This design comes from an exercise in tuning for small area, a short achievable clock period and few clock cycles on the open sky130 flow, not from production work. The RTL was checked by simulation tests, not by an equivalence proof against the original design. No activity file was given, so power comes from the tool's default toggle rates.

== v35 ==
// LBP
module LBP(
	clk,
	reset,
	gray_addr,
	gray_req,
	gray_ready,
	gray_data,
	lbp_addr,
	lbp_valid,
	lbp_data,
	finish
);
input clk;
input reset;
input gray_ready;
input [7:0] gray_data;
output [13:0] gray_addr;
output reg gray_req;
output reg [13:0] lbp_addr;
output reg lbp_valid;
output reg [7:0] lbp_data;
output reg finish;
localparam S  = 8;         
localparam H  = S - 2;     
localparam IW = 3;         
reg [6:0] row;
reg [6:0] col;
reg [IW-1:0] ri;           
assign gray_addr = {row, col};
wire col_end = (ri == S-1);
wire last    = (col == 7'd127) & (row == 7'd127);    
always @(posedge clk) begin
	if (~gray_req) begin
		row <= 7'd0;
		col <= 7'd0;
		ri  <= {IW{1'b0}};
	end
	else begin
		ri <= ri + 1'b1;                                    
		if (col_end) begin
			col <= col + 7'd1;
			if (col == 7'd127) row <= row - 7'd1;           
			else               row <= row - (S - 1);       
		end
		else row <= row + 7'd1;
	end
end
reg [7:0] p [1:S+1];
integer k;
always @(posedge clk) begin
	p[1] <= gray_data;
	for (k = 2; k <= S + 1; k = k + 1) p[k] <= p[k-1];
end
function ge8;
	input [7:0] a;
	input [7:0] b;
	integer j;
	reg r;
	begin
		r = 1'b1;
		for (j = 0; j < 8; j = j + 1)
			r = (a[j] & ~b[j]) | (a[j] & r) | (~b[j] & r);
		ge8 = r;
	end
endfunction
wire [7:0] x = gray_data;
wire [7:0] c = p[S+1];
wire c_dr  = ge8(x,    c);     
wire c_r   = ge8(p[1], c);     
wire c_ur  = ge8(p[2], c);     
wire c_d   = ge8(p[S], c);     
wire x_ul  = ge8(c, x);        
  ...
Size: roughly 380 cells after synthesis, ~0.0044 sq mm of cells after synthesis.
==> flow/config.mk <==
export PLATFORM = sky130hd
export DESIGN_NAME = LBP
export DESIGN_NICKNAME = LBP
export VERILOG_FILES = /design/flow/design.v
export SDC_FILE = /design/flow/constraint.sdc
export NUM_CORES = 4
export LEC_CHECK = 0
export CAP_MARGIN = 20
export CORE_MARGIN = 2
export CORE_UTILIZATION = 65
export CTS_BUF_LIST = sky130_fd_sc_hd__clkbuf_4
export PLACE_DENSITY = 0.5
export SETUP_SLACK_MARGIN = 3
export SLEW_MARGIN = 20
==> flow/constraint.sdc <==
create_clock -name core_clock -period 5.0 [get_ports {clk}]
set_input_delay 1.0000 -clock core_clock [delete_from_list [all_inputs] [get_ports {clk}]]
set_output_delay 1.0000 -clock core_clock [all_outputs]
set_load 0.01 [all_outputs]
standard.sh (not shown) runs the stock make flow with config.mk's settings and CLKGATE_MAP_FILE= SYNTH_SCRIPT=/design/flow/synth_recipe.tcl, a recipe that flattens the netlist after the stock synthesis.
==> flow/flow/run.sh <==
#!/bin/bash
# Standard ORFS flow, with port buffers and timing repair free to use any
# buffer/gate size instead of only same-footprint swaps, and a clock tree
# built without dummy balancing loads.
set -euo pipefail
export CTS_ARGS="-sink_clustering_enable -repair_clock_nets -buf_list sky130_fd_sc_hd__clkbuf_4 -root_buf sky130_fd_sc_hd__clkbuf_16 -dont_use_dummy_load"
bash standard.sh MATCH_CELL_FOOTPRINT=0 "BUFFER_PORTS_ARGS=-buffer_cell sky130_fd_sc_hd__buf_1" finish > standard_flow.log 2>&1
Testbench counts of v35, summed over its fixed seeds: cycles 64,518.
Modified inputs, v8 compared to v35
Settings: a change of CORE_UTILIZATION from 65 to 60; a deleted PLACE_DENSITY that had been 0.5.
==> comparison <==
- Final worst clock skew (lower): v35
- Looking at total wire length after detailed routing across v35 and v8, the one that comes out higher is v35.
- As far as number of flops mapped to enable cells by yosys goes, v35 and v8 are indistinguishable; the numbers are identical.
- The via count reported for v8 is lower than the one for v35.
- On post-placement worst setup slack, v35 beats v8.
- v35 → v8: clock network area share barely changed; share of layout cells above drive strength 1 higher; final worst slack fell 0.057 ns.
- Compared with v35, in v8 detailed router's first-iteration violation count moved up, total placed cells including tap cells moved up, number of global-route vias before repair moved down.
Inputs modified between v8 and v58:
Settings: CORE_UTILIZATION now 65, was 60.
-- flow/flow/run.sh --
<<< v8, line 7
bash standard.sh MATCH_CELL_FOOTPRINT=0 "BUFFER_PORTS_ARGS=-buffer_cell sky130_fd_sc_hd__buf_1" finish > standard_flow.log 2>&1
>>> v58, line 7
bash standard.sh MATCH_CELL_FOOTPRINT=0 "BUFFER_PORTS_ARGS=-buffer_cell sky130_fd_sc_hd__buf_2" finish > standard_flow.log 2>&1
## What came out
The clock share of power reported for v58 is smaller than that of v8 by 0.2 points. Comparing v8 and v58, the lower non-clock buffer count was measured on v58. Final clock period utilization by the worst path (v58 over v8): decrease, 0.47 points. Looking at die area across both flows, v58 is the stronger of the two, with v8 trailing. Power per unit of standard cell area delta (v58 -> v8): insignificant. The met3 layer wire length in the routed design in v58 is 1.3 times that in v8. On worst hold slack, v8 and v58 are neck and neck. Looking at number of core rows, v58 sits below v8. Combinational group share of total power, v8 and v58, lower one = v8.
--- input diff v58..v36 ---
Settings: GPL_TIMING_DRIVEN newly set to 1; CTS_BUF_LIST changed from sky130_fd_sc_hd__clkbuf_4 to sky130_fd_sc_hd__clkbuf_8.
==> flow/flow/run.sh <==
#!/bin/bash
# Standard ORFS flow, with port buffers and timing repair free to use any
# buffer/gate size instead of only same-footprint swaps, and a clock tree
# built without dummy balancing loads.
set -euo pipefail
export CTS_ARGS="-sink_clustering_enable -repair_clock_nets -buf_list sky130_fd_sc_hd__clkbuf_8 -root_buf sky130_fd_sc_hd__clkbuf_16 -dont_use_dummy_load"
bash standard.sh MATCH_CELL_FOOTPRINT=0 "BUFFER_PORTS_ARGS=-buffer_cell sky130_fd_sc_hd__buf_1" finish > standard_flow.log 2>&1
[summary]
- The critical path depth in v36 sits 5 below the value recorded for v58.
- The register-to-register slack was comparable across v36 and v58.
- Of the two candidates, v58 has the better power consumed by the clock network and v36 the worse one.
- On wire length: v36 sits below v58.
- Share of total power in the clock network was lower in v58 than in v36.
- Where clock skew is concerned, v58 is outperformed by v36.
- v36 reports a higher area of all placed cells without fillers than v58 does.
- In the flow results for v36 and v58, the final critical-path required period is larger on v58.
- In v36 relative to v58, count of vias placed by the detailed router had gone up slightly.
- Looking at v36 and v58, the met2 track utilization from global routing is a wash.

== before ==
The RTL this note starts from:
==> flow/design.v <==
`timescale 1ns/10ps
module LBP(
	clk,
	reset,
	gray_addr,
	gray_req,
	gray_ready,
	gray_data,
	lbp_addr,
	lbp_valid,
	lbp_data,
	finish
);
input clk;
input reset;
input gray_ready;
input [7:0] gray_data;
output [13:0] gray_addr;
output reg gray_req;
output reg [13:0] lbp_addr;
output reg lbp_valid;
output reg [7:0] lbp_data;
output reg finish;
localparam S  = 8;         
localparam H  = S - 2;     
localparam IW = 3;         
reg [6:0] row;
reg [6:0] col;
reg [IW-1:0] ri;           
assign gray_addr = {row, col};
wire run      = gray_ready & ~finish;
wire col_end  = (ri == S-1);
wire last     = col_end & (col == 7'd127) & (row == 7'd127);
always @(posedge clk or posedge reset) begin
	if (reset) begin
		row <= 7'd0;
		col <= 7'd0;
		ri  <= {IW{1'b0}};
	end
	else if (run) begin
		if (col_end) begin
			ri  <= {IW{1'b0}};
			col <= col + 7'd1;
			if (col == 7'd127) row <= row - 7'd1;           
			else               row <= row - (S - 1);       
		end
		else begin
			ri  <= ri + 1'b1;
			row <= row + 7'd1;
		end
	end
end
reg [7:0] p [1:S+1];
integer k;
always @(posedge clk) begin
	p[1] <= gray_data;
	for (k = 2; k <= S + 1; k = k + 1) p[k] <= p[k-1];
end
function ge8;
	input [7:0] a;
	input [7:0] b;
	integer j;
	reg r;
	begin
		r = 1'b1;
		for (j = 0; j < 8; j = j + 1)
			r = (a[j] & ~b[j]) | (a[j] & r) | (~b[j] & r);
		ge8 = r;
	end
endfunction
wire [7:0] x = gray_data;
wire [7:0] c = p[S+1];
wire c_dr  = ge8(x,    c);     
wire c_r   = ge8(p[1], c);     
wire c_ur  = ge8(p[2], c);     
wire c_d   = ge8(p[S], c);     
wire x_ul  = ge8(c, x);        
wire r_l   = ge8(c, p[1]);     
wire ur_dl = ge8(c, p[2]);     
wire d_u   = ge8(c, p[S]);     
reg       q1;
reg [1:0] q2;
reg [2:0] qm [3:S];
reg [3:0] qs1;
always @(posedge clk) begin
	q1    <= x_ul;
	q2    <= {r_l, q1};
	qm[3] <= {ur_dl, q2};
	for (k = 4; k <= S; k = k + 1) qm[k] <= qm[k-1];
	qs1   <= {d_u, qm[S]};
end
wire [7:0] code = {c_dr, c_d, qs1[2], c_r, qs1[1], c_ur, qs1[3], qs1[0]};
always @(posedge clk) begin
	lbp_data <= code;
	lbp_addr <= {row - 7'd1, col - 7'd1};
end
always @(posedge clk or posedge reset) begin
	if (reset) begin
		lbp_valid <= 1'b0;
		finish    <= 1'b0;
		gray_req  <= 1'b1;
	end
	else begin
		lbp_valid <= run & (ri >= 2) & (col >= 7'd2);
		if (run & last) begin
			finish   <= 1'b1;
			gray_req <= 1'b0;
		end
	end
end
endmodule
clock: 5.0 ns
lec_check: 0
cap_margin: 20
core_margin: 2
core_utilization: 65
cts_buf_list: sky130_fd_sc_hd__clkbuf_8
setup_slack_margin: 3
slew_margin: 20
run.sh (not shown) runs the stock make flow with config.mk's settings and CLKGATE_MAP_FILE= SYNTH_SCRIPT=/design/flow/synth_recipe.tcl, a recipe that flattens the netlist after the stock synthesis.
Stock flow here: none of the scripts above is used.
before: no failed stages, no open violations at the end
Testbench counts of before, summed over its fixed seeds: cycles 64,515.
Edits applied to the flow inputs when going from before to after:
==> flow/flow/run.sh (new file) <==
#!/bin/bash
# Standard ORFS flow, with port buffers and timing repair free to use any
# buffer/gate size instead of only same-footprint swaps.
set -euo pipefail
bash standard.sh MATCH_CELL_FOOTPRINT=0 "BUFFER_PORTS_ARGS=-buffer_cell sky130_fd_sc_hd__buf_2" finish > standard_flow.log 2>&1
==> flow/standard.sh (new file) <==
#!/bin/bash
# synth_recipe.tcl (not shown) runs the flow's synth.tcl, then flattens the netlist and writes it again
# the make line also repeats each setting of config.mk as NAME=value (left out here)
make -C /OpenROAD-flow-scripts/flow DESIGN_CONFIG=/design/flow/config.mk WORK_HOME=/design/flow/orfs CLKGATE_MAP_FILE= SYNTH_SCRIPT=/design/flow/synth_recipe.tcl "${@:-finish}"
removed: flow/run.sh
### Flow results
- The worst path setup slack after routing of after is higher than that of before.
- Taking before as the reference point, the combinational share of power of after rises by 0.6 points.
- after vs before, share of total power in the clock network went down by 0.9 points.
- Against before, after reports a total of fill cells in the finished design that is higher.
- after ends up with a utilization that is 1.7 points lower than in before.
- Time the final worst path needs with I/O delays and setup: after better than before
- Diff after and before: final area lower in after
- Routed wire in after totals less than in before.
- Number of ordinary and repair buffers in the finished layout, after vs before: down slightly

## static timing again, ports no longer ideal
The flow's constraints put no driver on any port. The routed layouts listed below were extracted and timed again, unchanged, in two steps.
Step 1, drivers: a clkbuf_16 drives clk and a buf_2 each remaining input, both assumed.
Step 2 times the ports against the registers' clock, not the clock port: input delays grow and output delays shrink by t, the midpoint of the rising clock arrivals with the driver on.
a / b / c = no drivers / after step 1 / after step 2; a / b = the first two.
run	shift t [ns]	setup slack, ns	worst setup path after step 2	worst data-port slew with drivers (ns)	cell pins on the clock port's net
v35	0.374	3.057 / 3.032 / 2.692	input to register	0.03	1
v8	0.371	3.001 / 3.013 / 2.642	input to register	0.03	1
v58	0.379	3.024 / 3.007 / 2.662	input to register	0.03	1
v36	0.382	3.051 / 3.018 / 2.694	input to register	0.03	1
before	0.458	2.935 / 2.907 / 2.566	input to register	0.03	1
after	0.449	2.955 / 2.925 / 2.769	input to register	0.04	1
After both steps setup and hold are still met in every run listed. The setup slack of before, which loses most, moves by -0.028 ns with the drivers and by -0.369 ns with both steps.
